What follows belongs to an exercise in optimizing a design on an open flow for small area; a production flow would make more cautious choices.
The RTL was checked by simulation tests, not by an equivalence proof against the original design.
Power and IR drop assume default switching activity.

== before ==
==> flow/design.v <==
`timescale 1 ns / 1 ps
module Shift_filter
				(
				i_clk,
				i_arst_n,
				i_filter,
				i_fop_fin,
				o_filter
				);
input	i_clk;
input	i_arst_n;
input 	[6:0]	i_fop_fin;
input	signed	[17:0]	i_filter;
output	reg signed	[17:0]	o_filter;
reg	[6:0]	phase;
reg		started;		 
reg	[3:0]	tap_k;
reg signed	[17:0]	hold_reg;
reg signed	[17:0]	ring [0:9];
reg signed	[24:0]	acc;
integer i;
wire	take = (phase == i_fop_fin);
always @(posedge i_clk, negedge i_arst_n) begin
	if (!i_arst_n) begin
		phase <= 0;
		started <= 0;
	end else begin
		phase <= take ? 7'd0 : phase + 1'b1;
		if (take)
			started <= 1;
	end
end
always @(posedge i_clk)
	if (!take)
		tap_k <= (tap_k == 0) ? 4'd9 : tap_k - 1'b1;
always @(posedge i_clk)
	if (take)
		hold_reg <= i_filter;
wire	early = ~|phase[6:4];
wire	first = early & (phase[3:0] == 4'd0);
wire	w_tap = early & (phase[3:0] >= 4'd1) & (phase[3:0] <= 4'd10);
wire	w_w0 = early & (phase[3:0] >= 4'd2) & (phase[3:0] <= 4'd11);
wire	w_h = first;
wire	k0 = (tap_k == 4'd0);
wire	k8 = (tap_k == 4'd9) | (tap_k == 4'd8) | (tap_k == 4'd2) | (tap_k == 4'd1);
wire	k11 = (tap_k == 4'd6) | (tap_k == 4'd4);
wire	k16 = (tap_k == 4'd5);
wire	kw0 = (tap_k == 4'd5) | (tap_k == 4'd3);
wire	ins = w_tap & k0;
wire	sel_h = started & ins;
wire	sel_r = started & ~ins;
always @(posedge i_clk) begin
	ring[0] <= ({18{sel_h}} & hold_reg) | ({18{sel_r}} & ring[9]);
	for (i = 1; i < 10; i = i + 1)
		ring[i] <= ring[i - 1];
end
wire signed	[17:0]	tap = ring[9];
wire signed	[17:0]	w0 = ring[0];
wire	p2 = w_tap & (k0 | k11);
wire	p3 = w_tap & k8;
wire	p_w0 = w_w0 & kw0;
wire	q_t = w_tap & k0;
wire	q4 = w_tap & (k11 | k16);
wire	[21:0]	p = ({22{p2}} & {{2{tap[17]}}, tap, 2'b0})
			| ({22{p3}} & {tap[17], tap, 3'b0})
			| ({22{p_w0}} & {{4{w0[17]}}, w0})
			| ({22{w_h}} & {{2{hold_reg[17]}}, hold_reg, 2'b0});
wire	[21:0]	q = ({22{q_t}} & {{4{tap[17]}}, tap})
			| ({22{q4}} & {tap, 4'b0})
			| ({22{w_h}} & {{4{hold_reg[17]}}, hold_reg});
wire	[24:0]	a = first ? 25'd16 : acc;
wire	[24:0]	b = ~{{3{p[21]}}, p};
wire	[24:0]	c = {{3{q[21]}}, q};
wire	[24:0]	s = a ^ b ^ c;
wire	[24:0]	m = (a & b) | (a & c) | (b & c);
reg	[1:0]	cs_pend;		 
reg	[1:0]	rc_pend;		 
wire	[24:0]	cy = {m[23:17], cs_pend[1], m[15:9], cs_pend[0], m[7:0], 1'b1};
wire	[24:0]	ci;
wire	[24:0]	sum = s ^ cy ^ ci;
wire	[24:0]	co = (s & cy) | (s & ci) | (cy & ci);
assign	ci = {co[23:17], rc_pend[1], co[15:9], rc_pend[0], co[7:0], 1'b0};
always @(posedge i_clk) begin
	acc <= sum;
	cs_pend <= {m[16], m[8]};
	rc_pend <= {co[16], co[8]};
end
wire	ovf = (acc[24:22] != 3'b000) && (acc[24:22] != 3'b111);
wire	load = started & ~early;
wire	keep_y = load & ~ovf;
wire	set_lo = load & ovf & ~acc[24];		 
wire	set_hi = load & ovf & acc[24];		 
wire	[17:0]	y = {acc[22:6], acc[5] & (|acc[4:0])};
always @(posedge i_clk, negedge i_arst_n)
	if (!i_arst_n)
		o_filter <= 0;
	else
		o_filter <= ({18{keep_y}} & y) | ({18{~load}} & o_filter) | {set_hi, {17{set_lo}}};
endmodule
Settings: LEC_CHECK=0, ABC_AREA=1, CAP_MARGIN=0, CORE_MARGIN=2, CORE_UTILIZATION=65, PLACE_DENSITY=0.8, SLEW_MARGIN=0; clock period 7.0 ns.
standard.sh (not shown) runs the stock make flow with config.mk's settings and CLKGATE_MAP_FILE= SYNTH_SCRIPT=/design/flow/synth_recipe.tcl, a recipe that flattens the netlist after the stock synthesis.
==> flow/flow/run.sh <==
#!/bin/bash
# The standard layout (the standard.sh), with these changes to how it is made:
#  - Yosys's ABC step maps with an area-oriented script (flow/abc_area.script)
#    in place of ORFS's abc_area.script, in a copy of ORFS's scripts folder;
#  - in that copy, right after the full adders are mapped, flow/fa_polarity.py
#    picks for each full adder the polarity (a full adder is self-dual) that
#    leaves the fewest inverters between adders and flip-flops;
#  - the port buffers are plain buf_1 cells;
#  - clock tree synthesis runs with the options in flow/cts_args.
set -euo pipefail
rm -rf scripts_local
cp -r "$FLOW_HOME/scripts" scripts_local
cp flow/abc_area.script scripts_local/abc_area.script
python3 - scripts_local/synth.tcl <<'PY'
import sys
p = sys.argv[1]
s = open(p).read()
anchor = "# Technology mapping of latches"
hook = """# Full adders in the cheaper of their two polarities (flow/fa_polarity.py)
write_json $::env(RESULTS_DIR)/fa_polarity_in.json
puts [exec python3 $::env(FA_POLARITY_PY) $::env(RESULTS_DIR)/fa_polarity_in.json $::env(RESULTS_DIR)/fa_polarity_out.json]
design -reset
read_json $::env(RESULTS_DIR)/fa_polarity_out.json
hierarchy -top $::env(DESIGN_NAME)
opt_clean

"""
assert s.count(anchor) == 1
open(p, "w").write(s.replace(anchor, hook + anchor))
PY
export FA_POLARITY_PY="$PWD/flow/fa_polarity.py"
bash standard.sh "SCRIPTS_DIR=$PWD/scripts_local" \
	"BUFFER_PORTS_ARGS=-buffer_cell sky130_fd_sc_hd__buf_1" \
	"CTS_ARGS=$(cat flow/cts_args)" finish > standard_flow.log 2>&1
==> flow/flow/cts_args <==
-sink_clustering_enable -repair_clock_nets -sink_clustering_size 30 -sink_clustering_max_diameter 80 -buf_list sky130_fd_sc_hd__clkbuf_16 -dont_use_dummy_load
Other scripts of this flow, unchanged in this note and not shown: flow/flow/abc_area.script, flow/flow/fa_polarity.py
## Diff of input files: after against before
==> flow/flow/cts_args <==
-sink_clustering_enable -repair_clock_nets -sink_clustering_size 34 -sink_clustering_max_diameter 90 -buf_list sky130_fd_sc_hd__clkbuf_16 -root_buf sky130_fd_sc_hd__clkbuf_4 -tree_buf sky130_fd_sc_hd__clkbuf_4 -dont_use_dummy_load
### Flow results
In after, clock share of power is lower than in before. Against before, after comes in about 2.7% lower on overall power of the completed layout. Compared with before, in after fraction of standard cell area in multi-input logic saw an increase; post-route non-filler standard cell count essentially unchanged; total routed wirelength decreased 82 microns.

what the ideal ports hide:
The results above use ideal ports. As a check the final layouts listed here were re-extracted and re-timed, cells and wires unchanged. Step 1: set_driving_cell puts a clkbuf_16 on i_clk and a buf_2 on each other input, an assumption about the parent block. Step 2, shift: input delay + t, output delay - t, t = (earliest + latest rising clock arrival at the registers) / 2. This alone moves slack from input paths to output paths. a / b / c = ideal / step 1 / step 2; a / b = the first two.
| run | shift t [ns] | setup slack, ns | hold slack, ns | clock arrival spread, ns | worst register clock-pin slew, ns |
|---|---|---|---|---|---|
| before | 0.494 | 0.612 / 0.612 / 0.612 | 0.302 / 0.302 / 0.302 | 0.062 / 0.061 | 0.11 / 0.11 |
| after | 0.599 | 0.618 / 0.618 / 0.618 | 0.303 / 0.303 / 0.303 | 0.058 / 0.057 | 0.12 / 0.12 |
After both steps every run listed still meets setup and hold.
